From an optimization exercise on the open Yosys and OpenROAD flow, aimed at small area; shortcuts taken in it are not production practice. RTL that was checked went through simulation tests only; none was proved equivalent to the original. For run 1, only the layout was checked, not whether the RTL still works.

==> flow/design.v (outline; a module is shown in full before it is edited, if it fits) <==
// module multiplier: 4740 lines
// module fa_cell: 4 lines
// module ao22_cell: 3 lines
// module and2_cell: 3 lines
// module fa1_cell: 4 lines
// module ha_cell: 4 lines
// module mul_unit: 48 lines
module mul_unit (
    input wire clk,
    input wire A_flag,
    input wire U_flag,
    input wire LongMul,
    input wire [31:0] Rm_data,
    input wire [31:0] Rs_data,
    input wire [31:0] Rn_data,
    input wire [31:0] RdHi_data,
    input wire [31:0] RdLo_data,
    input wire [3:0] cpsr_flags,
    output wire [31:0] result_lo,
    output wire [31:0] result_hi,
    output wire [3:0] flags_out
);
  // ...
==> flow/flow/run.sh <==
#!/bin/bash
set -euo pipefail
bash standard.sh "BUFFER_PORTS_ARGS=-buffer_cell sky130_fd_sc_hd__buf_1" "CTS_ARGS=-sink_clustering_enable -repair_clock_nets -dont_use_dummy_load -buf_list sky130_fd_sc_hd__clkbuf_8" finish > standard_flow.log 2>&1
==> flow/standard.sh <==
#!/bin/bash
# synth_recipe.tcl (not shown) runs the flow's synth.tcl, then flattens the netlist and writes it again
# the make line also repeats each setting of config.mk as NAME=value (left out here)
make -C /OpenROAD-flow-scripts/flow DESIGN_CONFIG=/design/flow/config.mk WORK_HOME=/design/flow/orfs CLKGATE_MAP_FILE= SYNTH_SCRIPT=/design/flow/synth_recipe.tcl "${@:-finish}"
==> flow/config.mk <==
export PLATFORM = sky130hd
export DESIGN_NAME = mul_unit
export DESIGN_NICKNAME = mul_unit
export VERILOG_FILES = /design/flow/design.v
export SDC_FILE = /design/flow/constraint.sdc
export NUM_CORES = 4
export LEC_CHECK = 0
export ABC_AREA = 1
export CAP_MARGIN = 20
export CORE_MARGIN = 2
export CORE_UTILIZATION = 40
export SLEW_MARGIN = 20
export SYNTH_HIERARCHICAL = 1
export SYNTH_MINIMUM_KEEP_SIZE = 0
==> flow/constraint.sdc <==
create_clock -name core_clock -period 14.0 [get_ports {clk}]
set_input_delay 2.8000 -clock core_clock [delete_from_list [all_inputs] [get_ports {clk}]]
set_output_delay 2.8000 -clock core_clock [all_outputs]
set_load 0.01 [all_outputs]
==> results.yml, run 1 <==
outcome:
  outcome: "finished clean"
placed_design:
  dp.final_hpwl_um: 70420
  buffer_ports.inserted: 232
floorplanning:
  ios: 236
yosys:
  synth_area_leader_cell: "sky130_fd_sc_hd__fa_1"
  post_synth_main_area_contributors: "sky130_fd_sc_hd__fa_1 40%, sky130_fd_sc_hd__xor2_1 17%, sky130_fd_sc_hd__o22ai_1 12%, sky130_fd_sc_hd__dfxtp_1 9.7%, sky130_fd_sc_hd__ha_1 6.2%"
  postSynthRegisterBits: 134
  post_syn_area_mm2: 0.02778
  post_synth_inst_count: 2827
clock_network:
  max-clock-path-buffers: 2
  cts.reportedPaths.clkPinSlew_ns: 0.10
  cts_setup_buffers: 0
  cts-buffers-inserted: 17
final_layout:
  nFillCells: 6787
  final_util_pct: 42.95
  final_common_cell: "sky130_fd_sc_hd__xor2_1"
  sh_seq_area_pct: 9.090
  diodes: 2
  regs_by_ff_count: "res_q x64, res_qq x64"
global_route:
  grt_most_used_layer: "met2"
  met1_usage_pct: 34.71
timing:
  fin_setup_tns_ns: 0
job:
  cap_viol_max_count: 0
routing:
  detail_route.wirelength.met1_um: 36640
  antenna_left: 0
  wl_cell_um: 25.45
  detail_route.iter0.violations: 2407
setup_path:
  arrival_ns: 12.74
  cpMaxStageDelayCell: "sky130_fd_sc_hd__inv_1"
min_path:
  min_path_type: "register to register"
==> run 2: changes to the inputs <==
--- a/flow/design.v
+++ b/flow/design.v
@@ -4166,582 +4166,567 @@
 wire n3533 = n2439 ^ n3532;
 wire n3534 = n3532 & n2439;
 wire n3535 = n2449 ^ n3534;
 wire n3536 = n3534 & n2449;
 wire n3537 = n2459 ^ n3536;
 wire n3538 = n3536 & n2459;
 wire n3539;
 wire n3540;
-ha_cell u620 (.a(n2460), .b(n2471), .s(n3539), .co(n3540));
-wire n3541 = n3539 ^ n3538;
-wire n3542 = n3539 & n3538;
-wire n3543 = n3540 | n3542;
-wire n3544 = n2483 ^ n3543;
-wire n3545 = n2483 & n3540;
-wire n3546 = n2483 & n3539;
-wire n3547 = n3546 & n3538;
-wire n3548 = n3545 | n3547;
-wire n3549 = n2497 ^ n3548;
-wire n3550 = n2497 & n3548;
-wire n3551 = n2511 ^ n3550;
-wire n3552 = n2511 & n2497;
-wire n3553 = n3552 & n3548;
-wire n3554 = n2527 ^ n3553;
-wire n3555 = n2527 & n3553;
-wire n3556 = n2543 ^ n3555;
-wire n3557 = n2543 & n2527;
-wire n3558 = n3557 & n3553;
-wire n3559;
-wire n3560;
-ha_cell u621 (.a(n2562), .b(n2579), .s(n3559), .co(n3560));
-wire n3561 = n2561 ^ n3558;
-wire n3562 = n2561 & n3558;
-wire n3563 = n3559 ^ n3562;
-wire n3564 = n3559 & n2561;
-wire n3565 = n3564 & n3558;
-wire n3566 = n3560 | n3565;
-wire n3567 = n2599 ^ n3566;
-wire n3568 = n2599 & n3566;
-wire n3569 = n2619 ^ n3568;
-wire n3570 = n2619 & n2599;
-wire n3571 = n3570 & n3566;
-wire n3572 = n2641 ^ n3571;
-wire n3573 = n2641 & n3571;
-wire n3574 = n2663 ^ n3573;
-wire n3575 = n2663 & n2641;
-wire n3576 = n3575 & n3571;
-wire n3577;
-wire n3578;
-ha_cell u622 (.a(n2664), .b(n2687), .s(n3577), .co(n3578));
-wire n3579 = n3577 ^ n3576;
-wire n3580 = n3577 & n3576;
-wire n3581 = n3578 | n3580;
-wire n3582 = n2711 ^ n3581;
-wire n3583 = n2711 & n3578;
-wire n3584 = n2711 & n3577;
-wire n3585 = n3584 & n3576;
-wire n3586 = n3583 | n3585;
-wire n3587 = n2737 ^ n3586;
-wire n3588 = n2737 & n3586;
-wire n3589 = n2763 ^ n3588;
-wire n3590 = n2763 & n2737;
-wire n3591 = n3590 & n3586;
-wire n3592;
-wire n3593;
-ha_cell u623 (.a(n2792), .b(n2819), .s(n3592), .co(n3593));
-wire n3594 = n2791 ^ n3591;
-wire n3595 = n2791 & n3591;
-wire n3596 = n3592 ^ n3595;
-wire n3597 = n3592 & n2791;
-wire n3598 = n3597 & n3591;
-wire n3599 = n3593 | n3598;
-wire n3600 = n2849 ^ n3599;
-wire n3601 = n2849 & n3599;
-wire n3602 = n2879 ^ n3601;
-wire n3603 = n2879 & n2849;
-wire n3604 = n3603 & n3599;
+fa_cell u620 (.a(n2460), .b(n2471), .c(n3538), .s(n3539), .co(n3540));
+wire n3541 = n2483 ^ n3540;
+wire n3542 = n3540 & n2483;
+wire n3543 = n2497 ^ n3542;
+wire n3544 = n2497 & n3542;
+wire n3545 = n2511 ^ n3544;
+wire n3546 = n2511 & n2497;
+wire n3547 = n3546 & n3542;
+wire n3548 = n2527 ^ n3547;
+wire n3549 = n2527 & n3547;
+wire n3550 = n2543 ^ n3549;
+wire n3551 = n2543 & n2527;
+wire n3552 = n3551 & n3547;
+wire n3553;
+wire n3554;
+ha_cell u621 (.a(n2562), .b(n2579), .s(n3553), .co(n3554));
+wire n3555 = n2561 ^ n3552;
+wire n3556 = n2561 & n3552;
+wire n3557 = n3553 ^ n3556;
+wire n3558 = n3553 & n2561;
+wire n3559 = n3558 & n3552;
+wire n3560 = n3554 | n3559;
+wire n3561 = n2599 ^ n3560;
+wire n3562 = n2599 & n3560;
+wire n3563 = n2619 ^ n3562;
+wire n3564 = n2619 & n2599;
+wire n3565 = n3564 & n3560;
+wire n3566 = n2641 ^ n3565;
+wire n3567 = n2641 & n3565;
+wire n3568 = n2663 ^ n3567;
+wire n3569 = n2663 & n2641;
+wire n3570 = n3569 & n3565;
+wire n3571;
+wire n3572;
+ha_cell u622 (.a(n2664), .b(n2687), .s(n3571), .co(n3572));
+wire n3573 = n3571 ^ n3570;
+wire n3574 = n3571 & n3570;
+wire n3575 = n3572 | n3574;
+wire n3576 = n2711 ^ n3575;
+wire n3577 = n2711 & n3572;
+wire n3578 = n2711 & n3571;
+wire n3579 = n3578 & n3570;
+wire n3580 = n3577 | n3579;
+wire n3581 = n2737 ^ n3580;
+wire n3582 = n2737 & n3580;
+wire n3583 = n2763 ^ n3582;
+wire n3584 = n2763 & n2737;
+wire n3585 = n3584 & n3580;
+wire n3586;
+wire n3587;
+ha_cell u623 (.a(n2792), .b(n2819), .s(n3586), .co(n3587));
+wire n3588 = n2791 ^ n3585;
+wire n3589 = n2791 & n3585;
+wire n3590 = n3586 ^ n3589;
+wire n3591 = n3586 & n2791;
+wire n3592 = n3591 & n3585;
+wire n3593 = n3587 | n3592;
+wire n3594 = n2849 ^ n3593;
+wire n3595 = n2849 & n3593;
+wire n3596 = n2879 ^ n3595;
+wire n3597 = n2879 & n2849;
+wire n3598 = n3597 & n3593;
+wire n3599;
+wire n3600;
+fa_cell u624 (.a(n2880), .b(n2909), .c(n3598), .s(n3599), .co(n3600));
+wire n3601 = n3515 ^ n4;
+wire n3602 = n3515 & n4;
+wire n3603;
+wire n3604;
+fa_cell u625 (.a(n3517), .b(n5), .c(n3602), .s(n3603), .co(n3604));
 wire n3605;
 wire n3606;
-fa_cell u624 (.a(n2880), .b(n2909), .c(n3604), .s(n3605), .co(n3606));
-wire n3607 = n3515 ^ n4;
-wire n3608 = n3515 & n4;
+fa_cell u626 (.a(n3519), .b(n6), .c(n3604), .s(n3605), .co(n3606));
+wire n3607;
+wire n3608;
+fa_cell u627 (.a(n3521), .b(n7), .c(n3606), .s(n3607), .co(n3608));
 wire n3609;
 wire n3610;
-fa_cell u625 (.a(n3517), .b(n5), .c(n3608), .s(n3609), .co(n3610));
+fa_cell u628 (.a(n3523), .b(n8), .c(n3608), .s(n3609), .co(n3610));
 wire n3611;
 wire n3612;
-fa_cell u626 (.a(n3519), .b(n6), .c(n3610), .s(n3611), .co(n3612));
+fa_cell u629 (.a(n3525), .b(n9), .c(n3610), .s(n3611), .co(n3612));
 wire n3613;
 wire n3614;
-fa_cell u627 (.a(n3521), .b(n7), .c(n3612), .s(n3613), .co(n3614));
+fa_cell u630 (.a(n3527), .b(n10), .c(n3612), .s(n3613), .co(n3614));
 wire n3615;
 wire n3616;
-fa_cell u628 (.a(n3523), .b(n8), .c(n3614), .s(n3615), .co(n3616));
+fa_cell u631 (.a(n3529), .b(n11), .c(n3614), .s(n3615), .co(n3616));
 wire n3617;
 wire n3618;
-fa_cell u629 (.a(n3525), .b(n9), .c(n3616), .s(n3617), .co(n3618));
+fa_cell u632 (.a(n3531), .b(n12), .c(n3616), .s(n3617), .co(n3618));
 wire n3619;
 wire n3620;
-fa_cell u630 (.a(n3527), .b(n10), .c(n3618), .s(n3619), .co(n3620));
+fa_cell u633 (.a(n3533), .b(n13), .c(n3618), .s(n3619), .co(n3620));
 wire n3621;
 wire n3622;
-fa_cell u631 (.a(n3529), .b(n11), .c(n3620), .s(n3621), .co(n3622));
+fa_cell u634 (.a(n3535), .b(n14), .c(n3620), .s(n3621), .co(n3622));
 wire n3623;
 wire n3624;
-fa_cell u632 (.a(n3531), .b(n12), .c(n3622), .s(n3623), .co(n3624));
+fa_cell u635 (.a(n3537), .b(n15), .c(n3622), .s(n3623), .co(n3624));
 wire n3625;
 wire n3626;
-fa_cell u633 (.a(n3533), .b(n13), .c(n3624), .s(n3625), .co(n3626));
+fa_cell u636 (.a(n3539), .b(n16), .c(n3624), .s(n3625), .co(n3626));
 wire n3627;
 wire n3628;
-fa_cell u634 (.a(n3535), .b(n14), .c(n3626), .s(n3627), .co(n3628));
+fa_cell u637 (.a(n3541), .b(n17), .c(n3626), .s(n3627), .co(n3628));
 wire n3629;
 wire n3630;
-fa_cell u635 (.a(n3537), .b(n15), .c(n3628), .s(n3629), .co(n3630));
+ha_cell u638 (.a(n3543), .b(n18), .s(n3629), .co(n3630));
 wire n3631;
 wire n3632;
-ha_cell u636 (.a(n3541), .b(n16), .s(n3631), .co(n3632));
-wire n3633;
-wire n3634;
-ha_cell u637 (.a(n3544), .b(n17), .s(n3633), .co(n3634));
-wire n3635 = n3631 ^ n3630;
-wire n3636 = n3631 & n3630;
-wire n3637 = n3632 | n3636;
-wire n3638 = n3633 ^ n3637;
-wire n3639 = n3633 & n3632;
-wire n3640 = n3634 | n3639;
-wire n3641 = n3633 & n3631;
-wire n3642 = n3641 & n3630;
-wire n3643 = n3640 | n3642;
+ha_cell u639 (.a(n3545), .b(n19), .s(n3631), .co(n3632));
+wire n3633 = n3629 ^ n3628;
+wire n3634 = n3629 & n3628;
+wire n3635 = n3630 | n3634;
+wire n3636 = n3631 ^ n3635;
+wire n3637 = n3631 & n3630;
+wire n3638 = n3632 | n3637;
+wire n3639 = n3631 & n3629;
+wire n3640 = n3639 & n3628;
+wire n3641 = n3638 | n3640;
+wire n3642;
+wire n3643;
+ha_cell u640 (.a(n3548), .b(n20), .s(n3642), .co(n3643));
 wire n3644;
 wire n3645;
-ha_cell u638 (.a(n3549), .b(n18), .s(n3644), .co(n3645));
-wire n3646;
-wire n3647;
-ha_cell u639 (.a(n3551), .b(n19), .s(n3646), .co(n3647));
-wire n3648 = n3644 ^ n3643;
-wire n3649 = n3644 & n3643;
-wire n3650 = n3645 | n3649;
-wire n3651 = n3646 ^ n3650;
-wire n3652 = n3646 & n3645;
-wire n3653 = n3647 | n3652;
-wire n3654 = n3646 & n3644;
-wire n3655 = n3654 & n3643;
-wire n3656 = n3653 | n3655;
+ha_cell u641 (.a(n3550), .b(n21), .s(n3644), .co(n3645));
+wire n3646 = n3642 ^ n3641;
+wire n3647 = n3642 & n3641;
+wire n3648 = n3643 | n3647;
+wire n3649 = n3644 ^ n3648;
+wire n3650 = n3644 & n3643;
+wire n3651 = n3645 | n3650;
+wire n3652 = n3644 & n3642;
+wire n3653 = n3652 & n3641;
+wire n3654 = n3651 | n3653;
+wire n3655;
+wire n3656;
+ha_cell u642 (.a(n3555), .b(n22), .s(n3655), .co(n3656));
 wire n3657;
 wire n3658;
-ha_cell u640 (.a(n3554), .b(n20), .s(n3657), .co(n3658));
-wire n3659;
-wire n3660;
-ha_cell u641 (.a(n3556), .b(n21), .s(n3659), .co(n3660));
-wire n3661 = n3657 ^ n3656;
-wire n3662 = n3657 & n3656;
-wire n3663 = n3658 | n3662;
-wire n3664 = n3659 ^ n3663;
-wire n3665 = n3659 & n3658;
-wire n3666 = n3660 | n3665;
-wire n3667 = n3659 & n3657;
-wire n3668 = n3667 & n3656;
-wire n3669 = n3666 | n3668;
+ha_cell u643 (.a(n3557), .b(n23), .s(n3657), .co(n3658));
+wire n3659 = n3655 ^ n3654;
+wire n3660 = n3655 & n3654;
+wire n3661 = n3656 | n3660;
+wire n3662 = n3657 ^ n3661;
+wire n3663 = n3657 & n3656;
+wire n3664 = n3658 | n3663;
+wire n3665 = n3657 & n3655;
+wire n3666 = n3665 & n3654;
+wire n3667 = n3664 | n3666;
+wire n3668;
+wire n3669;
+ha_cell u644 (.a(n3561), .b(n24), .s(n3668), .co(n3669));
 wire n3670;
 wire n3671;
-ha_cell u642 (.a(n3561), .b(n22), .s(n3670), .co(n3671));
-wire n3672;
-wire n3673;
-ha_cell u643 (.a(n3563), .b(n23), .s(n3672), .co(n3673));
-wire n3674 = n3670 ^ n3669;
-wire n3675 = n3670 & n3669;
-wire n3676 = n3671 | n3675;
-wire n3677 = n3672 ^ n3676;
-wire n3678 = n3672 & n3671;
-wire n3679 = n3673 | n3678;
-wire n3680 = n3672 & n3670;
-wire n3681 = n3680 & n3669;
-wire n3682 = n3679 | n3681;
+ha_cell u645 (.a(n3563), .b(n25), .s(n3670), .co(n3671));
+wire n3672 = n3668 ^ n3667;
+wire n3673 = n3668 & n3667;
+wire n3674 = n3669 | n3673;
+wire n3675 = n3670 ^ n3674;
+wire n3676 = n3670 & n3669;
+wire n3677 = n3671 | n3676;
+wire n3678 = n3670 & n3668;
+wire n3679 = n3678 & n3667;
+wire n3680 = n3677 | n3679;
+wire n3681;
+wire n3682;
+ha_cell u646 (.a(n3566), .b(n26), .s(n3681), .co(n3682));
 wire n3683;
 wire n3684;
-ha_cell u644 (.a(n3567), .b(n24), .s(n3683), .co(n3684));
-wire n3685;
-wire n3686;
-ha_cell u645 (.a(n3569), .b(n25), .s(n3685), .co(n3686));
-wire n3687 = n3683 ^ n3682;
-wire n3688 = n3683 & n3682;
-wire n3689 = n3684 | n3688;
-wire n3690 = n3685 ^ n3689;
-wire n3691 = n3685 & n3684;
-wire n3692 = n3686 | n3691;
-wire n3693 = n3685 & n3683;
-wire n3694 = n3693 & n3682;
-wire n3695 = n3692 | n3694;
+ha_cell u647 (.a(n3568), .b(n27), .s(n3683), .co(n3684));
+wire n3685 = n3681 ^ n3680;
+wire n3686 = n3681 & n3680;
+wire n3687 = n3682 | n3686;
+wire n3688 = n3683 ^ n3687;
+wire n3689 = n3683 & n3682;
+wire n3690 = n3684 | n3689;
+wire n3691 = n3683 & n3681;
+wire n3692 = n3691 & n3680;
+wire n3693 = n3690 | n3692;
+wire n3694;
+wire n3695;
+ha_cell u648 (.a(n3573), .b(n28), .s(n3694), .co(n3695));
 wire n3696;
 wire n3697;
-ha_cell u646 (.a(n3572), .b(n26), .s(n3696), .co(n3697));
-wire n3698;
-wire n3699;
-ha_cell u647 (.a(n3574), .b(n27), .s(n3698), .co(n3699));
-wire n3700 = n3696 ^ n3695;
-wire n3701 = n3696 & n3695;
-wire n3702 = n3697 | n3701;
-wire n3703 = n3698 ^ n3702;
-wire n3704 = n3698 & n3697;
-wire n3705 = n3699 | n3704;
-wire n3706 = n3698 & n3696;
-wire n3707 = n3706 & n3695;
-wire n3708 = n3705 | n3707;
+ha_cell u649 (.a(n3576), .b(n29), .s(n3696), .co(n3697));
+wire n3698 = n3694 ^ n3693;
+wire n3699 = n3694 & n3693;
+wire n3700 = n3695 | n3699;
+wire n3701 = n3696 ^ n3700;
+wire n3702 = n3696 & n3695;
+wire n3703 = n3697 | n3702;
+wire n3704 = n3696 & n3694;
+wire n3705 = n3704 & n3693;
+wire n3706 = n3703 | n3705;
+wire n3707;
+wire n3708;
+ha_cell u650 (.a(n3581), .b(n30), .s(n3707), .co(n3708));
 wire n3709;
 wire n3710;
-ha_cell u648 (.a(n3579), .b(n28), .s(n3709), .co(n3710));
-wire n3711;
-wire n3712;
-ha_cell u649 (.a(n3582), .b(n29), .s(n3711), .co(n3712));
-wire n3713 = n3709 ^ n3708;
-wire n3714 = n3709 & n3708;
-wire n3715 = n3710 | n3714;
-wire n3716 = n3711 ^ n3715;
-wire n3717 = n3711 & n3710;
-wire n3718 = n3712 | n3717;
-wire n3719 = n3711 & n3709;
-wire n3720 = n3719 & n3708;
-wire n3721 = n3718 | n3720;
+ha_cell u651 (.a(n3583), .b(n31), .s(n3709), .co(n3710));
+wire n3711 = n3707 ^ n3706;
+wire n3712 = n3707 & n3706;
+wire n3713 = n3708 | n3712;
+wire n3714 = n3709 ^ n3713;
+wire n3715 = n3709 & n3708;
+wire n3716 = n3710 | n3715;
+wire n3717 = n3709 & n3707;
+wire n3718 = n3717 & n3706;
+wire n3719 = n3716 | n3718;
+wire n3720;
+wire n3721;
+ha_cell u652 (.a(n3588), .b(n32), .s(n3720), .co(n3721));
 wire n3722;
 wire n3723;
-ha_cell u650 (.a(n3587), .b(n30), .s(n3722), .co(n3723));
-wire n3724;
-wire n3725;
-ha_cell u651 (.a(n3589), .b(n31), .s(n3724), .co(n3725));
-wire n3726 = n3722 ^ n3721;
-wire n3727 = n3722 & n3721;
-wire n3728 = n3723 | n3727;
-wire n3729 = n3724 ^ n3728;
-wire n3730 = n3724 & n3723;
-wire n3731 = n3725 | n3730;
-wire n3732 = n3724 & n3722;
-wire n3733 = n3732 & n3721;
-wire n3734 = n3731 | n3733;
+ha_cell u653 (.a(n3590), .b(n33), .s(n3722), .co(n3723));
+wire n3724 = n3720 ^ n3719;
+wire n3725 = n3720 & n3719;
+wire n3726 = n3721 | n3725;
+wire n3727 = n3722 ^ n3726;
+wire n3728 = n3722 & n3721;
+wire n3729 = n3723 | n3728;
+wire n3730 = n3722 & n3720;
+wire n3731 = n3730 & n3719;
+wire n3732 = n3729 | n3731;
+wire n3733;
+wire n3734;
+ha_cell u654 (.a(n3594), .b(n34), .s(n3733), .co(n3734));
 wire n3735;
 wire n3736;
-ha_cell u652 (.a(n3594), .b(n32), .s(n3735), .co(n3736));
-wire n3737;
-wire n3738;
-ha_cell u653 (.a(n3596), .b(n33), .s(n3737), .co(n3738));
-wire n3739 = n3735 ^ n3734;
-wire n3740 = n3735 & n3734;
-wire n3741 = n3736 | n3740;
-wire n3742 = n3737 ^ n3741;
-wire n3743 = n3737 & n3736;
-wire n3744 = n3738 | n3743;
-wire n3745 = n3737 & n3735;
-wire n3746 = n3745 & n3734;
-wire n3747 = n3744 | n3746;
+ha_cell u655 (.a(n3596), .b(n35), .s(n3735), .co(n3736));
+wire n3737 = n3733 ^ n3732;
+wire n3738 = n3733 & n3732;
+wire n3739 = n3734 | n3738;
+wire n3740 = n3735 ^ n3739;
+wire n3741 = n3735 & n3734;
+wire n3742 = n3736 | n3741;
+wire n3743 = n3735 & n3733;
+wire n3744 = n3743 & n3732;
+wire n3745 = n3742 | n3744;
+wire n3746;
+wire n3747;
+fa_cell u656 (.a(n3599), .b(n36), .c(n3745), .s(n3746), .co(n3747));
 wire n3748;
 wire n3749;
-ha_cell u654 (.a(n3600), .b(n34), .s(n3748), .co(n3749));
+fa_cell u657 (.a(n3483), .b(n3600), .c(n3747), .s(n3748), .co(n3749));
 wire n3750;
 wire n3751;
-ha_cell u655 (.a(n3602), .b(n35), .s(n3750), .co(n3751));
-wire n3752 = n3748 ^ n3747;
-wire n3753 = n3748 & n3747;
-wire n3754 = n3749 | n3753;
-wire n3755 = n3750 ^ n3754;
-wire n3756 = n3750 & n3749;
-wire n3757 = n3751 | n3756;
-wire n3758 = n3750 & n3748;
-wire n3759 = n3758 & n3747;
-wire n3760 = n3757 | n3759;
-wire n3761;
-wire n3762;
-fa_cell u656 (.a(n3605), .b(n36), .c(n3760), .s(n3761), .co(n3762));
-wire n3763;
+ha_cell u658 (.a(n2941), .b(n3484), .s(n3750), .co(n3751));
+wire n3752;
+wire n3753;
+ha_cell u659 (.a(n2973), .b(n3485), .s(n3752), .co(n3753));
+wire n3754 = n3750 ^ n3749;
+wire n3755 = n3750 & n3749;
+wire n3756 = n3751 | n3755;
+wire n3757 = n3752 ^ n3756;
+wire n3758 = n3752 & n3751;
+wire n3759 = n3753 | n3758;
+wire n3760 = n3752 & n3750;
+wire n3761 = n3760 & n3749;
+wire n3762 = n3759 | n3761;
+wire n3763 = ~n3487;
 wire n3764;
-fa_cell u657 (.a(n3483), .b(n3606), .c(n3762), .s(n3763), .co(n3764));
 wire n3765;
-wire n3766;
-ha_cell u658 (.a(n2941), .b(n3484), .s(n3765), .co(n3766));
-wire n3767;
-wire n3768;
-ha_cell u659 (.a(n2973), .b(n3485), .s(n3767), .co(n3768));
-wire n3769 = n3765 ^ n3764;
-wire n3770 = n3765 & n3764;
-wire n3771 = n3766 | n3770;
-wire n3772 = n3767 ^ n3771;
-wire n3773 = n3767 & n3766;
-wire n3774 = n3768 | n3773;
-wire n3775 = n3767 & n3765;
-wire n3776 = n3775 & n3764;
+ha_cell u660 (.a(n3065), .b(n3488), .s(n3764), .co(n3765));
+wire n3766 = n3763 ^ n3762;
+wire n3767 = n3763 & n3762;
+wire n3768 = n3487 | n3767;
+wire n3769 = n3764 ^ n3768;
+wire n3770 = n3764 & n3487;
+wire n3771 = n3765 | n3770;
+wire n3772 = n3764 & n3763;
+wire n3773 = n3772 & n3759;
+wire n3774 = n3771 | n3773;
+wire n3775 = n3772 & n3760;
+wire n3776 = n3775 & n3749;
 wire n3777 = n3774 | n3776;
-wire n3778 = ~n3487;
+wire n3778 = ~n3489;
 wire n3779;
 wire n3780;
-ha_cell u660 (.a(n3065), .b(n3488), .s(n3779), .co(n3780));
+ha_cell u661 (.a(n3121), .b(n3490), .s(n3779), .co(n3780));
 wire n3781 = n3778 ^ n3777;
 wire n3782 = n3778 & n3777;
-wire n3783 = n3487 | n3782;
+wire n3783 = n3489 | n3782;
 wire n3784 = n3779 ^ n3783;
-wire n3785 = n3779 & n3487;
+wire n3785 = n3779 & n3489;
 wire n3786 = n3780 | n3785;
 wire n3787 = n3779 & n3778;
 wire n3788 = n3787 & n3774;
 wire n3789 = n3786 | n3788;
 wire n3790 = n3787 & n3775;
-wire n3791 = n3790 & n3764;
+wire n3791 = n3790 & n3749;
 wire n3792 = n3789 | n3791;
-wire n3793 = ~n3489;
+wire n3793 = ~n3491;
 wire n3794;
 wire n3795;
-ha_cell u661 (.a(n3121), .b(n3490), .s(n3794), .co(n3795));
+ha_cell u662 (.a(n3173), .b(n3492), .s(n3794), .co(n3795));
 wire n3796 = n3793 ^ n3792;
 wire n3797 = n3793 & n3792;
-wire n3798 = n3489 | n3797;
+wire n3798 = n3491 | n3797;
 wire n3799 = n3794 ^ n3798;
-wire n3800 = n3794 & n3489;
+wire n3800 = n3794 & n3491;
 wire n3801 = n3795 | n3800;
 wire n3802 = n3794 & n3793;
 wire n3803 = n3802 & n3789;
 wire n3804 = n3801 | n3803;
 wire n3805 = n3802 & n3790;
-wire n3806 = n3805 & n3764;
+wire n3806 = n3805 & n3749;
 wire n3807 = n3804 | n3806;
-wire n3808 = ~n3491;
+wire n3808 = ~n3493;
 wire n3809;
 wire n3810;
-ha_cell u662 (.a(n3173), .b(n3492), .s(n3809), .co(n3810));
+ha_cell u663 (.a(n3221), .b(n3494), .s(n3809), .co(n3810));
 wire n3811 = n3808 ^ n3807;
 wire n3812 = n3808 & n3807;
-wire n3813 = n3491 | n3812;
+wire n3813 = n3493 | n3812;
 wire n3814 = n3809 ^ n3813;
-wire n3815 = n3809 & n3491;
+wire n3815 = n3809 & n3493;
 wire n3816 = n3810 | n3815;
 wire n3817 = n3809 & n3808;
 wire n3818 = n3817 & n3804;
 wire n3819 = n3816 | n3818;
 wire n3820 = n3817 & n3805;
-wire n3821 = n3820 & n3764;
+wire n3821 = n3820 & n3749;
 wire n3822 = n3819 | n3821;
-wire n3823 = ~n3493;
+wire n3823 = ~n3495;
 wire n3824;
 wire n3825;
-ha_cell u663 (.a(n3221), .b(n3494), .s(n3824), .co(n3825));
+ha_cell u664 (.a(n3265), .b(n3496), .s(n3824), .co(n3825));
 wire n3826 = n3823 ^ n3822;
 wire n3827 = n3823 & n3822;
-wire n3828 = n3493 | n3827;
+wire n3828 = n3495 | n3827;
 wire n3829 = n3824 ^ n3828;
-wire n3830 = n3824 & n3493;
+wire n3830 = n3824 & n3495;
 wire n3831 = n3825 | n3830;
 wire n3832 = n3824 & n3823;
 wire n3833 = n3832 & n3819;
 wire n3834 = n3831 | n3833;
 wire n3835 = n3832 & n3820;
-wire n3836 = n3835 & n3764;
+wire n3836 = n3835 & n3749;
 wire n3837 = n3834 | n3836;
-wire n3838 = ~n3495;
+wire n3838 = ~n3497;
 wire n3839;
 wire n3840;
-ha_cell u664 (.a(n3265), .b(n3496), .s(n3839), .co(n3840));
+ha_cell u665 (.a(n3305), .b(n3498), .s(n3839), .co(n3840));
 wire n3841 = n3838 ^ n3837;
 wire n3842 = n3838 & n3837;
-wire n3843 = n3495 | n3842;
+wire n3843 = n3497 | n3842;
 wire n3844 = n3839 ^ n3843;
-wire n3845 = n3839 & n3495;
+wire n3845 = n3839 & n3497;
 wire n3846 = n3840 | n3845;
 wire n3847 = n3839 & n3838;
 wire n3848 = n3847 & n3834;
 wire n3849 = n3846 | n3848;
 wire n3850 = n3847 & n3835;
-wire n3851 = n3850 & n3764;
+wire n3851 = n3850 & n3749;
 wire n3852 = n3849 | n3851;
-wire n3853 = ~n3497;
+wire n3853 = ~n3499;
 wire n3854;
 wire n3855;
-ha_cell u665 (.a(n3305), .b(n3498), .s(n3854), .co(n3855));
+ha_cell u666 (.a(n3341), .b(n3500), .s(n3854), .co(n3855));
 wire n3856 = n3853 ^ n3852;
 wire n3857 = n3853 & n3852;
-wire n3858 = n3497 | n3857;
+wire n3858 = n3499 | n3857;
 wire n3859 = n3854 ^ n3858;
-wire n3860 = n3854 & n3497;
+wire n3860 = n3854 & n3499;
 wire n3861 = n3855 | n3860;
 wire n3862 = n3854 & n3853;
 wire n3863 = n3862 & n3849;
 wire n3864 = n3861 | n3863;
 wire n3865 = n3862 & n3850;
-wire n3866 = n3865 & n3764;
+wire n3866 = n3865 & n3749;
 wire n3867 = n3864 | n3866;
-wire n3868 = ~n3499;
+wire n3868 = ~n3501;
 wire n3869;
 wire n3870;
-ha_cell u666 (.a(n3341), .b(n3500), .s(n3869), .co(n3870));
+ha_cell u667 (.a(n3373), .b(n3502), .s(n3869), .co(n3870));
 wire n3871 = n3868 ^ n3867;
 wire n3872 = n3868 & n3867;
-wire n3873 = n3499 | n3872;
+wire n3873 = n3501 | n3872;
 wire n3874 = n3869 ^ n3873;
-wire n3875 = n3869 & n3499;
+wire n3875 = n3869 & n3501;
 wire n3876 = n3870 | n3875;
 wire n3877 = n3869 & n3868;
 wire n3878 = n3877 & n3864;
 wire n3879 = n3876 | n3878;
 wire n3880 = n3877 & n3865;
-wire n3881 = n3880 & n3764;
+wire n3881 = n3880 & n3749;
 wire n3882 = n3879 | n3881;
-wire n3883 = ~n3501;
+wire n3883 = ~n3503;
 wire n3884;
 wire n3885;
-ha_cell u667 (.a(n3373), .b(n3502), .s(n3884), .co(n3885));
+ha_cell u668 (.a(n3401), .b(n3504), .s(n3884), .co(n3885));
 wire n3886 = n3883 ^ n3882;
 wire n3887 = n3883 & n3882;
-wire n3888 = n3501 | n3887;
+wire n3888 = n3503 | n3887;
 wire n3889 = n3884 ^ n3888;
-wire n3890 = n3884 & n3501;
+wire n3890 = n3884 & n3503;
 wire n3891 = n3885 | n3890;
 wire n3892 = n3884 & n3883;
 wire n3893 = n3892 & n3879;
 wire n3894 = n3891 | n3893;
 wire n3895 = n3892 & n3880;
-wire n3896 = n3895 & n3764;
+wire n3896 = n3895 & n3749;
 wire n3897 = n3894 | n3896;
-wire n3898 = ~n3503;
+wire n3898 = ~n3505;
 wire n3899;
 wire n3900;
-ha_cell u668 (.a(n3401), .b(n3504), .s(n3899), .co(n3900));
+ha_cell u669 (.a(n3425), .b(n3506), .s(n3899), .co(n3900));
 wire n3901 = n3898 ^ n3897;
 wire n3902 = n3898 & n3897;
-wire n3903 = n3503 | n3902;
+wire n3903 = n3505 | n3902;
 wire n3904 = n3899 ^ n3903;
-wire n3905 = n3899 & n3503;
+wire n3905 = n3899 & n3505;
 wire n3906 = n3900 | n3905;
 wire n3907 = n3899 & n3898;
 wire n3908 = n3907 & n3894;
 wire n3909 = n3906 | n3908;
 wire n3910 = n3907 & n3895;
-wire n3911 = n3910 & n3764;
+wire n3911 = n3910 & n3749;
 wire n3912 = n3909 | n3911;
-wire n3913 = ~n3505;
+wire n3913 = ~n3507;
 wire n3914;
 wire n3915;
-ha_cell u669 (.a(n3425), .b(n3506), .s(n3914), .co(n3915));
+ha_cell u670 (.a(n3445), .b(n3508), .s(n3914), .co(n3915));
 wire n3916 = n3913 ^ n3912;
 wire n3917 = n3913 & n3912;
-wire n3918 = n3505 | n3917;
+wire n3918 = n3507 | n3917;
 wire n3919 = n3914 ^ n3918;
-wire n3920 = n3914 & n3505;
+wire n3920 = n3914 & n3507;
 wire n3921 = n3915 | n3920;
 wire n3922 = n3914 & n3913;
 wire n3923 = n3922 & n3909;
 wire n3924 = n3921 | n3923;
 wire n3925 = n3922 & n3910;
-wire n3926 = n3925 & n3764;
+wire n3926 = n3925 & n3749;
 wire n3927 = n3924 | n3926;
-wire n3928 = ~n3507;
+wire n3928 = ~n3509;
 wire n3929;
 wire n3930;
-ha_cell u670 (.a(n3445), .b(n3508), .s(n3929), .co(n3930));
+ha_cell u671 (.a(n3461), .b(n3510), .s(n3929), .co(n3930));
 wire n3931 = n3928 ^ n3927;
 wire n3932 = n3928 & n3927;
-wire n3933 = n3507 | n3932;
+wire n3933 = n3509 | n3932;
 wire n3934 = n3929 ^ n3933;
-wire n3935 = n3929 & n3507;
+wire n3935 = n3929 & n3509;
 wire n3936 = n3930 | n3935;
 wire n3937 = n3929 & n3928;
 wire n3938 = n3937 & n3924;
 wire n3939 = n3936 | n3938;
 wire n3940 = n3937 & n3925;
-wire n3941 = n3940 & n3764;
+wire n3941 = n3940 & n3749;
 wire n3942 = n3939 | n3941;
-wire n3943 = ~n3509;
+wire n3943 = ~n3511;
 wire n3944;
 wire n3945;
-ha_cell u671 (.a(n3461), .b(n3510), .s(n3944), .co(n3945));
+ha_cell u672 (.a(n3473), .b(n3512), .s(n3944), .co(n3945));
 wire n3946 = n3943 ^ n3942;
 wire n3947 = n3943 & n3942;
-wire n3948 = n3509 | n3947;
+wire n3948 = n3511 | n3947;
 wire n3949 = n3944 ^ n3948;
-wire n3950 = n3944 & n3509;
+wire n3950 = n3944 & n3511;
 wire n3951 = n3945 | n3950;
 wire n3952 = n3944 & n3943;
 wire n3953 = n3952 & n3939;
 wire n3954 = n3951 | n3953;
 wire n3955 = n3952 & n3940;
-wire n3956 = n3955 & n3764;
+wire n3956 = n3955 & n3749;
 wire n3957 = n3954 | n3956;
-wire n3958 = ~n3511;
+wire n3958 = ~n3513;
 wire n3959;
 wire n3960;
-ha_cell u672 (.a(n3473), .b(n3512), .s(n3959), .co(n3960));
+ha_cell u673 (.a(n3481), .b(n3514), .s(n3959), .co(n3960));
 wire n3961 = n3958 ^ n3957;
 wire n3962 = n3958 & n3957;
-wire n3963 = n3511 | n3962;
+wire n3963 = n3513 | n3962;
 wire n3964 = n3959 ^ n3963;
-wire n3965 = n3959 & n3511;
+wire n3965 = n3959 & n3513;
 wire n3966 = n3960 | n3965;
 wire n3967 = n3959 & n3958;
 wire n3968 = n3967 & n3954;
 wire n3969 = n3966 | n3968;
 wire n3970 = n3967 & n3955;
-wire n3971 = n3970 & n3764;
+wire n3971 = n3970 & n3749;
 wire n3972 = n3969 | n3971;
-wire n3973 = ~n3513;
-wire n3974;
-wire n3975;
-ha_cell u673 (.a(n3481), .b(n3514), .s(n3974), .co(n3975));
-wire n3976 = n3973 ^ n3972;
-wire n3977 = n3973 & n3972;
-wire n3978 = n3513 | n3977;
-wire n3979 = n3974 ^ n3978;
-wire n3980 = n3974 & n3513;
-wire n3981 = n3975 | n3980;
-wire n3982 = n3974 & n3973;
-wire n3983 = n3982 & n3969;
-wire n3984 = n3981 | n3983;
-wire n3985 = n3982 & n3970;
-wire n3986 = n3985 & n3764;
-wire n3987 = n3984 | n3986;
-assign res[0] = n3607;
-assign res[1] = n3609;
-assign res[2] = n3611;
-assign res[3] = n3613;
-assign res[4] = n3615;
-assign res[5] = n3617;
-assign res[6] = n3619;
-assign res[7] = n3621;
-assign res[8] = n3623;
-assign res[9] = n3625;
-assign res[10] = n3627;
-assign res[11] = n3629;
-assign res[12] = n3635;
-assign res[13] = n3638;
-assign res[14] = n3648;
-assign res[15] = n3651;
-assign res[16] = n3661;
-assign res[17] = n3664;
-assign res[18] = n3674;
-assign res[19] = n3677;
-assign res[20] = n3687;
-assign res[21] = n3690;
-assign res[22] = n3700;
-assign res[23] = n3703;
-assign res[24] = n3713;
-assign res[25] = n3716;
-assign res[26] = n3726;
-assign res[27] = n3729;
-assign res[28] = n3739;
-assign res[29] = n3742;
-assign res[30] = n3752;
-assign res[31] = n3755;
-assign res[32] = n3761;
-assign res[33] = n3763;
-assign res[34] = n3769;
-assign res[35] = n3772;
-assign res[36] = n3781;
-assign res[37] = n3784;
-assign res[38] = n3796;
-assign res[39] = n3799;
-assign res[40] = n3811;
-assign res[41] = n3814;
-assign res[42] = n3826;
-assign res[43] = n3829;
-assign res[44] = n3841;
-assign res[45] = n3844;
-assign res[46] = n3856;
-assign res[47] = n3859;
-assign res[48] = n3871;
-assign res[49] = n3874;
-assign res[50] = n3886;
-assign res[51] = n3889;
-assign res[52] = n3901;
-assign res[53] = n3904;
-assign res[54] = n3916;
-assign res[55] = n3919;
-assign res[56] = n3931;
-assign res[57] = n3934;
-assign res[58] = n3946;
-assign res[59] = n3949;
-assign res[60] = n3961;
-assign res[61] = n3964;
-assign res[62] = n3976;
-assign res[63] = n3979;
-assign prod32 = n3605;
+assign res[0] = n3601;
+assign res[1] = n3603;
+assign res[2] = n3605;
+assign res[3] = n3607;
+assign res[4] = n3609;
+assign res[5] = n3611;
+assign res[6] = n3613;
+assign res[7] = n3615;
+assign res[8] = n3617;
+assign res[9] = n3619;
+assign res[10] = n3621;
+assign res[11] = n3623;
+assign res[12] = n3625;
+assign res[13] = n3627;
+assign res[14] = n3633;
+assign res[15] = n3636;
+assign res[16] = n3646;
+assign res[17] = n3649;
+assign res[18] = n3659;
+assign res[19] = n3662;
+assign res[20] = n3672;
+assign res[21] = n3675;
+assign res[22] = n3685;
+assign res[23] = n3688;
+assign res[24] = n3698;
+assign res[25] = n3701;
+assign res[26] = n3711;
+assign res[27] = n3714;
+assign res[28] = n3724;
+assign res[29] = n3727;
+assign res[30] = n3737;
+assign res[31] = n3740;
+assign res[32] = n3746;
+assign res[33] = n3748;
+assign res[34] = n3754;
+assign res[35] = n3757;
+assign res[36] = n3766;
+assign res[37] = n3769;
+assign res[38] = n3781;
+assign res[39] = n3784;
+assign res[40] = n3796;
+assign res[41] = n3799;
+assign res[42] = n3811;
+assign res[43] = n3814;
+assign res[44] = n3826;
+assign res[45] = n3829;
+assign res[46] = n3841;
+assign res[47] = n3844;
+assign res[48] = n3856;
+assign res[49] = n3859;
+assign res[50] = n3871;
+assign res[51] = n3874;
+assign res[52] = n3886;
+assign res[53] = n3889;
+assign res[54] = n3901;
+assign res[55] = n3904;
+assign res[56] = n3916;
+assign res[57] = n3919;
+assign res[58] = n3931;
+assign res[59] = n3934;
+assign res[60] = n3946;
+assign res[61] = n3949;
+assign res[62] = n3961;
+assign res[63] = n3964;
+assign prod32 = n3599;
 endmodule
 module fa_cell (input wire a, input wire b, input wire c, output wire s, output wire co);
 assign s = a ^ b ^ c;
 assign co = (a & b) | (c & (a ^ b));
 endmodule
 module ao22_cell (input wire a, input wire b, input wire c, input wire d, output wire y);
 assign y = (a & b) | (c & d);
 endmodule
--- a/flow/config.mk
+++ b/flow/config.mk
@@ -4,11 +4,12 @@
 export VERILOG_FILES = /design/flow/design.v
 export SDC_FILE = /design/flow/constraint.sdc
 export NUM_CORES = 4
 export LEC_CHECK = 0
 export ABC_AREA = 1
 export CAP_MARGIN = 20
 export CORE_MARGIN = 2
 export CORE_UTILIZATION = 40
+export PLACE_DENSITY = 0.45
 export SLEW_MARGIN = 20
 export SYNTH_HIERARCHICAL = 1
 export SYNTH_MINIMUM_KEEP_SIZE = 0
==> run 2 against run 1 <==
Against the previous run:
- design area down 0.67%
- sequential share of layout area up 0.061 points
- final cell count down 1.9%
- clock skew up 0.0033 ns
- routed wire length up 9.6%
- register-to-register slack worse by 0.02 ns
- area after synthesis down 0.56%
- clock-buffer cell count unchanged
- utilization down 0.14 points
- first-iteration DRC count down 11%
==> results.yml, run 2 <==
yosys:
  synth_top_area_share_pct: 40.15
  synth-warning-count: 7
  synth_ff_type: "sky130_fd_sc_hd__dfxtp_1"
  share_of_synthesized_registers_carrying_an_async_set_or_reset_pct: 0
  synth_area_leader_cell: "sky130_fd_sc_hd__fa_1"
  leading_cell_types_by_count_after_synthesis: "554 x sky130_fd_sc_hd__fa_1, 552 x sky130_fd_sc_hd__xor2_1, 511 x sky130_fd_sc_hd__o22ai_1, 222 x sky130_fd_sc_hd__clkbuf_1, 186 x sky130_fd_sc_hd__nand2_1"
  post_syn_area_mm2: 0.02762
  mean_cell_area_of_the_mapped_netlist_um2: 9.858
  post_synth_inst_count: 2802
  post_synth_main_area_contributors: "sky130_fd_sc_hd__fa_1 40%, sky130_fd_sc_hd__xor2_1 18%, sky130_fd_sc_hd__o22ai_1 12%, sky130_fd_sc_hd__dfxtp_1 9.7%, sky130_fd_sc_hd__ha_1 6.0%"
  synth_most_common_cell: "sky130_fd_sc_hd__fa_1"
  syn-num-nets: 3657
  synth_edf_count: 0
  unique_masters_post_synth: 33
  postSynthRegisterBits: 134
  synth_seq_area_share_pct: 9.711
clock_network:
  cts.htree.levels: 4
  clock-sinks: 134
  cts.reportedPaths.clkPinSlew_ns: 0.08
  cts-buffers-inserted: 17
  insertion_delay_ns: 0.52
  clockRootBuffer: "sky130_fd_sc_hd__clkbuf_8"
  postCtsHoldBufs: 0
  cts_setup_buffers: 0
  cts-resized-gates: 0
  cts_tree: "done"
  max-clock-path-buffers: 2
global_route:
  gr-usage-met2_pct: 49.34
  grt_pass1_wl_um: 157100
  overflow: 0
  grt_max_degree: 37
  grt_pass1_vias: 23880
  antenna_violations_before_repair: 1
  gr-usage-all-layers_pct: 30.25
  grt_most_used_layer: "met2"
  met1_usage_pct: 39.62
  grtUsageMet3_pct: 5.388
setup_path:
  cpMaxStageDelayCell: "sky130_fd_sc_hd__fa_1"
  highest_fanout_seen_on_the_critical_path: 23
  start_kind: "input port"
  setup.worst_path.end_class: "register"
  critPathRequiredTime_ns: 14.44
  cpMostUsedCell: "sky130_fd_sc_hd__fa_1"
  critPathMaxStageDelay_ns: 0.66
  crit_buf_inv: 6
  crit_family: "adder cells"
  r2r_setup_slack_ns: 13.55
  timing.setup.critical_path_class: "input port to register"
  arrival_ns: 13.28
floorplanning:
  die-area_mm2: 0.07117
  core-area_mm2: 0.06847
  ios: 236
  chipWidth_um: 266.8
  die_height_um: 266.8
  initial_core_util_pct: 40.35
  num_rows: 96
routing:
  viasPerCell: 5.956
  detail_route.iter0.violations: 2146
  detail_route.first_pass.iterations: 7
  drc: 0
  antenna_left: 0
  wl_cell_um: 28.45
  detail_route.wirelength_um: 105900
  via_count: 22160
final_layout:
  final_cell_mix: "554 x sky130_fd_sc_hd__fa_1, 552 x sky130_fd_sc_hd__xor2_1, 511 x sky130_fd_sc_hd__o22ai_1"
  nNetsFinal: 3695
  regs_by_ff_count: "res_q x64, res_qq x64"
  flow.area_growth_from_synthesis_pct: 6.115
  nFillCells: 6719
  final_common_cell: "sky130_fd_sc_hd__fa_1"
  drive_above_1_share_pct: 7.259
  final_util_pct: 42.81
placed_design:
  buffer_ports.inserted: 232
  place.gp.congestion: 0.9214
  pre_cts_ws_ns: 0.6302
  dp.final_hpwl_um: 76630
timing:
  worst_slack_ns: 1.153
  setup_viol_count_final: 0
  fin_setup_tns_ns: 0
  fin_crit_ns: 12.85
  skew_ns: 0.02696
  slew_headroom_pct: 29.28
  grt_setup_unrepaired: "false"
  post-route-period-util_pct: 91.76
  drv_slew: 0
  max_freq_mhz: 77.84
  timing.final.hold_violations: 0
  max_slew.worst_pin.slew_ns: 1.060
job:
  cap_viol_max_count: 0
min_path:
  min_path_type: "register to register"
outcome:
  outcome: "finished clean"
-- run 2: cell types whose count changed after synthesis, sizes merged, moves of 4 or more --
cell    before  now
ha         137  133
nand3       18   22
buf        162  106
nand2      206  193
clkbuf     166  222
inv        172  165
-- run 2: path summary, 6_finish.rpt --
check        cells past startpoint    endpoint       start
max                             45   res_q[53]  Rs_data[1]
max reg2reg                      0  res_qq[57]   res_q[57]
min                              0   res_qq[4]    res_q[4]
min reg2reg                      0   res_qq[4]    res_q[4]
-- run 2: final cells by class --
type                    count  area (um^2)  share of cell area [%]
inverters                 167        626.9                   2.139
flip-flops and latches    134         2683                   9.152
clock buffers              17        234.0                  0.7982
diodes                      1        2.502                0.008537
well taps                 882         1104                   3.765
multi-input cells        2173        22900                   78.11
repair buffers            347         1767                   6.027
-- run 2: Yosys stat by module, one instance, submodules excluded --
module,flip-flops and latches,copies in the design
and2_cell,0,32
multiplier,0,1
fa_cell,0,554
ha_cell,0,56
ao22_cell,0,32
mul_unit,134,1
-- run 2: through the flow --
step                      cell area, um^2  instances  hold WS [ns]
final                               29310       3721        0.3109
after detailed placement            29080       3703        0.3121
after global routing                29310       3721        0.3093
after floorplan                     27620       2802        0.3096
after global placement              29080       3703        0.3098
after CTS                           29310       3720        0.3078
-- run 2: metal layers --
metal  up-vias  part of all wire (%)
met5         -                     0
met4         0                   4.2
met3       251                   7.8
met2      1219                    47
met1     11420                    41
li1       9274                     -
-- run 2: logic make-up (layout without fill, tap and decap cells) --
logic type	after synthesis	in the layout	synth area share (%)
xor+xnor	576	576	18.26
compound gates	554	554	12.45
mux	15	15	0.5435
simple gates	341	341	5.236
fa+ha+maj	687	687	46.17
buf+inv	495	531	7.623
other cells	0	1	0
flops	134	134	9.711
==> run 3: changes to the inputs <==
--- a/flow/config.mk
+++ b/flow/config.mk
@@ -9,7 +9,7 @@
 export CAP_MARGIN = 20
 export CORE_MARGIN = 2
 export CORE_UTILIZATION = 40
-export PLACE_DENSITY = 0.45
+export PLACE_DENSITY = 0.7
 export SLEW_MARGIN = 20
 export SYNTH_HIERARCHICAL = 1
 export SYNTH_MINIMUM_KEEP_SIZE = 0
==> run 3 against run 2 <==
Against the previous run:
- still clean on timing, DRC and antenna
- register-to-register slack hardly changed
- routed wire length is 11% lower
- sequential share of layout area hardly changed
==> results.yml, run 3 <==
routing:
  detail_route.first_pass.iterations: 7
  detail_route.wirelength_um: 94030
  via_count: 22780
  antenna_left: 0
  wl_cell_um: 25.35
  drc: 0
  viasPerCell: 6.143
  detail_route.iter0.violations: 2934
setup_path:
  cpMostUsedCell: "sky130_fd_sc_hd__fa_1"
  timing.setup.critical_path_class: "input port to register"
  start_kind: "input port"
  highest_fanout_seen_on_the_critical_path: 31
  critPathMaxStageDelay_ns: 0.64
  cpMaxStageDelayCell: "sky130_fd_sc_hd__fa_1"
  arrival_ns: 13.04
  critPathRequiredTime_ns: 14.44
  setup.worst_path.end_class: "register"
clock_network:
  cts_setup_buffers: 0
  cts-resized-gates: 0
  clock-sinks: 134
  max-clock-path-buffers: 2
  cts.reportedPaths.clkPinSlew_ns: 0.08
  cts.htree.levels: 4
  clockRootBuffer: "sky130_fd_sc_hd__clkbuf_8"
  insertion_delay_ns: 0.53
  cts-buffers-inserted: 17
  postCtsHoldBufs: 0
  cts_tree: "done"
job:
  cap_viol_max_count: 0
yosys:
  synth_ff_type: "sky130_fd_sc_hd__dfxtp_1"
  synth_seq_area_share_pct: 9.711
  postSynthRegisterBits: 134
  synth_edf_count: 0
  synth_top_area_share_pct: 40.15
  post_synth_main_area_contributors: "sky130_fd_sc_hd__fa_1 40%, sky130_fd_sc_hd__xor2_1 18%, sky130_fd_sc_hd__o22ai_1 12%, sky130_fd_sc_hd__dfxtp_1 9.7%, sky130_fd_sc_hd__ha_1 6.0%"
  post_synth_inst_count: 2802
  leading_cell_types_by_count_after_synthesis: "554 x sky130_fd_sc_hd__fa_1, 552 x sky130_fd_sc_hd__xor2_1, 511 x sky130_fd_sc_hd__o22ai_1, 222 x sky130_fd_sc_hd__clkbuf_1, 186 x sky130_fd_sc_hd__nand2_1"
  unique_masters_post_synth: 33
  syn-num-nets: 3657
  synth-adder-area-share_pct: 46.17
  synth_most_common_cell: "sky130_fd_sc_hd__fa_1"
  synth_top_family_by_area: "adder cells"
  synth-warning-count: 7
  synth_mux_area_share_pct: 0.5436
  synth_area_leader_cell: "sky130_fd_sc_hd__fa_1"
  share_of_synthesized_registers_carrying_an_async_set_or_reset_pct: 0
  mean_cell_area_of_the_mapped_netlist_um2: 9.858
  synth_simple_gate_area_share_pct: 5.236
  synth_xor_area_share_pct: 18.26
  post_syn_area_mm2: 0.02762
  synth-compound-area-share_pct: 12.45
global_route:
  grt_max_degree: 35
  overflow: 0
  grt_pass1_wl_um: 143000
  gr-usage-all-layers_pct: 26.80
  antenna_violations_before_repair: 2
  grt_pass1_vias: 23770
outcome:
  outcome: "finished clean"
final_layout:
  nFillCells: 6582
  final_util_pct: 42.66
  final_common_cell: "sky130_fd_sc_hd__fa_1"
  flow.area_growth_from_synthesis_pct: 5.744
  nNetsFinal: 3683
  final_cell_mix: "554 x sky130_fd_sc_hd__fa_1, 552 x sky130_fd_sc_hd__xor2_1, 511 x sky130_fd_sc_hd__o22ai_1"
  regs_by_ff_count: "res_q x64, res_qq x64"
  drive_above_1_share_pct: 6.688
  design_area_mm2: 0.02921
  multi_input_logic_area_mm2: 0.02290
  register_area_mm2: 0.002683
floorplanning:
  core-area_mm2: 0.06847
  ios: 236
  initial_core_util_pct: 40.35
  chipWidth_um: 266.8
  die-area_mm2: 0.07117
  num_rows: 96
  die_height_um: 266.8
timing:
  grt_setup_unrepaired: "false"
  setup_viol_count_final: 0
  timing.final.hold_violations: 0
  drv_slew: 0
  fin_crit_ns: 12.59
  slew_headroom_pct: 35.97
  skew_ns: 0.02515
  fin_setup_tns_ns: 0
  max_slew.worst_pin.slew_ns: 0.9570
  max_freq_mhz: 79.40
  post-route-period-util_pct: 89.96
placed_design:
  buffer_ports.inserted: 232
  dp.final_hpwl_um: 67810
  place.gp.congestion: 0.9771
  post_dp_cell_area_mm2: 0.02897
min_path:
  min_path_type: "register to register"
## run 3: final timing paths
path | slack (ns) | endpoint | from | depth (start not counted)
max reg2reg | 13.56 | res_qq[22] | res_q[22] | 0
max | 1.41 | res_q[53] | Rs_data[1] | 41
min | 0.31 | res_qq[31] | res_q[31] | 0
min reg2reg | 0.31 | res_qq[31] | res_q[31] | 0
## run 3: cells by family (layout without fill, tap and decap cells)
kind of cell	count (synthesis)	after routing
buf+inv	495	519
mux	15	15
other cells	0	1
xor+xnor	576	576
simple gates	341	341
flops	134	134
fa+ha+maj	687	687
compound gates	554	554
## run 3: Yosys stat by module, one instance, submodules excluded
module	area, um^2	cells	flops+latches	copies in the design
multiplier	12290	1836	0	1
mul_unit	2938	196	134	1
fa_cell	20.02	1	0	554
ha_cell	12.51	1	0	56
ao22_cell	11.26	3	0	32
and2_cell	7.507	2	0	32
## run 3: metal layers
metal	up-vias	global-route usage [%]	share of wire, %
li1	9265	-	-
met1	11210	33.30	36
met2	1841	41.60	45
met3	463	8.017	12
met4	2	15.06	6.2
met5	-	0	0.014
## run 3: area by class of cell
class,instances,share of cell area [%]
diodes,1,0.008567
inverters,167,2.146
flip-flops and latches,134,9.184
repair buffers,335,5.697
multi-input cells,2173,78.38
clock buffers,17,0.8010
well taps,882,3.778
## run 3: worst max-delay path, delay by kind of cell
kind,cells,cell delay [ns]
XOR/XNOR,3,0.50
adder cells (fa/ha/maj),17,6.35
multiplexers,1,0.21
AND/OR/NAND/NOR,9,1.22
buffers and inverters,5,0.92
AO/OA/AOI/OAI,6,0.99
## run 3: per-stage QoR
| stage | std cells | hold WS, ns | setup slack, ns |
|---|---|---|---|
| 2_1_floorplan | 2802 | 0.3096 | 1.619 |
| 3_3_place_gp | 3691 | 0.3105 | 0.8980 |
| 3_5_place_dp | 3691 | 0.3121 | 0.7507 |
| 4_1_cts | 3708 | 0.3089 | 1.312 |
| 5_1_grt | 3709 | 0.3109 | 0.7390 |
| 6_report | 3709 | 0.3075 | 1.406 |
==> run 4: changes to the inputs <==
--- a/flow/config.mk
+++ b/flow/config.mk
@@ -9,7 +9,6 @@
 export CAP_MARGIN = 20
 export CORE_MARGIN = 2
 export CORE_UTILIZATION = 40
-export PLACE_DENSITY = 0.7
 export SLEW_MARGIN = 20
 export SYNTH_HIERARCHICAL = 1
 export SYNTH_MINIMUM_KEEP_SIZE = 0
==> run 4 against run 3 <==
Against the previous run:
- synthesized cell count did not move
- via count fell by 0.69%
- fmax rose by 0.31%
- global-route usage rose by 1.0 points
- first-iteration DRC count fell by 14%
- design area rose by 0.16%
- register-to-register slack barely moved
- die area did not move
- final cell count rose by 0.22%
==> results.yml, run 4 <==
routing:
  viasPerCell: 6.087
  drc: 0
  via_count: 22630
  detail_route.iter0.violations: 2516
  detail_route.wirelength_um: 98190
  detail_route.first_pass.iterations: 6
  wl_cell_um: 26.42
  antenna_left: 0
final_layout:
  nNetsFinal: 3689
  final_common_cell: "sky130_fd_sc_hd__fa_1"
  regs_by_ff_count: "res_q x64, res_qq x64"
  drive_above_1_share_pct: 6.815
  final_cell_mix: "554 x sky130_fd_sc_hd__fa_1, 552 x sky130_fd_sc_hd__xor2_1, 511 x sky130_fd_sc_hd__o22ai_1"
  flow.area_growth_from_synthesis_pct: 5.916
setup_path:
  critPathRequiredTime_ns: 14.46
  cpMaxStageDelayCell: "sky130_fd_sc_hd__fa_1"
  worstReg2RegStart: "res_q[10]"
  critPathMaxStageDelay_ns: 0.65
  arrival_ns: 13.01
  setup.worst_path.end_class: "register"
  crit_family: "adder cells"
  timing.setup.critical_path_class: "input port to register"
  worst_setup_path_startpoint: "Rs_data[1]"
  highest_fanout_seen_on_the_critical_path: 21
  crit_buf_inv: 4
  start_kind: "input port"
  cpMostUsedCell: "sky130_fd_sc_hd__fa_1"
timing:
  grt_setup_unrepaired: "false"
  fin_crit_ns: 12.56
  skew_ns: 0.02499
  post-route-period-util_pct: 89.68
  timing.hold.ws_ns: 0.2995
  fin_setup_tns_ns: 0
  max_freq_mhz: 79.65
  timing.final.hold_violations: 0
  drv_slew: 0
  setup_viol_count_final: 0
  slew_headroom_pct: 33.15
  max_slew.worst_pin.slew_ns: 1.002
yosys:
  mean_cell_area_of_the_mapped_netlist_um2: 9.858
  syn-num-nets: 3657
  synth_most_common_cell: "sky130_fd_sc_hd__fa_1"
  synth_top_area_share_pct: 40.15
  post_synth_inst_count: 2802
  synth-warning-count: 7
  synth_edf_count: 0
  share_of_synthesized_registers_carrying_an_async_set_or_reset_pct: 0
  unique_masters_post_synth: 33
  synth_ff_type: "sky130_fd_sc_hd__dfxtp_1"
  synth_area_leader_cell: "sky130_fd_sc_hd__fa_1"
  post_synth_main_area_contributors: "sky130_fd_sc_hd__fa_1 40%, sky130_fd_sc_hd__xor2_1 18%, sky130_fd_sc_hd__o22ai_1 12%, sky130_fd_sc_hd__dfxtp_1 9.7%, sky130_fd_sc_hd__ha_1 6.0%"
  leading_cell_types_by_count_after_synthesis: "554 x sky130_fd_sc_hd__fa_1, 552 x sky130_fd_sc_hd__xor2_1, 511 x sky130_fd_sc_hd__o22ai_1, 222 x sky130_fd_sc_hd__clkbuf_1, 186 x sky130_fd_sc_hd__nand2_1"
  synth_seq_area_share_pct: 9.711
  postSynthRegisterBits: 134
  post_syn_area_mm2: 0.02762
clock_network:
  max-clock-path-buffers: 2
  insertion_delay_ns: 0.53
  cts_tree: "done"
  clock-sinks: 134
  postCtsHoldBufs: 0
  cts-resized-gates: 0
  cts.reportedPaths.clkPinSlew_ns: 0.09
  clockRootBuffer: "sky130_fd_sc_hd__clkbuf_8"
  cts-buffers-inserted: 17
  cts_setup_buffers: 0
  cts.htree.levels: 4
placed_design:
  place.gp.congestion: 0.9567
  dp.final_hpwl_um: 70530
  buffer_ports.inserted: 232
floorplanning:
  chipWidth_um: 266.8
  num_rows: 96
  ios: 236
  die-area_mm2: 0.07117
  core-area_mm2: 0.06847
  initial_core_util_pct: 40.35
  die_height_um: 266.8
global_route:
  grt_pass1_wl_um: 147500
  gr-usage-all-layers_pct: 27.82
  overflow: 0
  grt_max_degree: 36
  grt_pass1_vias: 24560
  antenna_violations_before_repair: 3
outcome:
  outcome: "finished clean"
min_path:
  hold_path.startpoint: "res_q[11]"
  min_path_type: "register to register"
job:
  cap_viol_max_count: 0
run 4: layout make-up:
class | count | area, um^2
Fill cell | 6673 | 39210
Multi-Input combinational cell | 2173 | 22890
Sequential cell | 134 | 2683
Timing Repair Buffer | 341 | 1709
Tap cell | 882 | 1104
Inverter | 167 | 626.9
Clock buffer | 17 | 234.0
Antenna cell | 3 | 7.507
run 4: worst paths after layout:
check / to / slack, ns / depth (start not counted)
min reg2reg: res_qq[11] / 0.30 / 0
min: res_qq[11] / 0.30 / 0
max: res_q[51] / 1.44 / 48
max reg2reg: res_qq[10] / 13.56 / 0
run 4: cell families after synthesis:
group                      after synthesis  share of synthesized area [%]
AOI/OAI and AO/OA                      554                          12.45
DFF                                    134                          9.711
buffers and inverters                  495                          7.623
muxes                                   15                         0.5435
and+or+nand+nor                        341                          5.236
adders and majority gates              687                          46.17
xor gates and xnor gates               576                          18.26
run 4: per-stage QoR:
stage | instances | setup slack (ns) | util [%] | area [um^2]
6_report | 3717 | 1.445 | 42.73 | 29260
5_1_grt | 3717 | 0.7367 | 42.73 | 29260
4_1_cts | 3714 | 1.350 | 42.72 | 29250
3_5_place_dp | 3697 | 0.8047 | 42.38 | 29020
3_3_place_gp | 3697 | 0.8259 | 42.38 | 29020
2_1_floorplan | 2802 | 1.619 | - | 27620
run 4: Yosys stat by module (local to each module, per instance):
module      cells  flops+latches  copies in the design
multiplier   1836              0                     1
ha_cell         1              0                    56
and2_cell       2              0                    32
ao22_cell       3              0                    32
mul_unit      196            134                     1
fa_cell         1              0                   554
run 4: per-layer routing:
layer	wire length [um]	GRT usage (%)	part of all wire (%)
met5	0	0	0
met4	6097	15.78	6.2
met3	11050	7.233	11
met2	45630	44.63	46
met1	35410	34.02	36

==> static timing again, ports no longer ideal <==
No port has a modelled driver above. Below, the same layouts with a new extraction and two added sets of constraints.
Step 1 sets driving cells, clkbuf_16 on the clock port and buf_2 on the other inputs (assumed; they add their load-dependent delay and slew).
Step 2 adds t to the input delays and takes it off the output delays; t is the mean of the earliest and latest rising clock arrival at the registers after step 1. Input paths then give back, and output paths get back, about the clock's delay inside the block.
Three values: ideal, step 1, step 2; two values: the first two.
run | shift t [ns] | slack for setup (ns) | slew at the worst register clock pin (ns) | worst slew at a driven data input, ns
run 1 | 0.570 | 1.671 / 1.687 / 1.117 | 0.10 / 0.10 | 0.08
run 2 | 0.565 | 1.153 / 1.174 / 0.609 | 0.10 / 0.10 | 0.09
run 3 | 0.581 | 1.406 / 1.415 / 0.834 | 0.10 / 0.10 | 0.11
run 4 | 0.589 | 1.445 / 1.449 / 0.860 | 0.10 / 0.10 | 0.09
After both steps setup and hold are still met in every run listed. For run 4, which loses most, drivers alone change the setup slack by +0.004 ns; drivers and shift together by -0.585 ns.
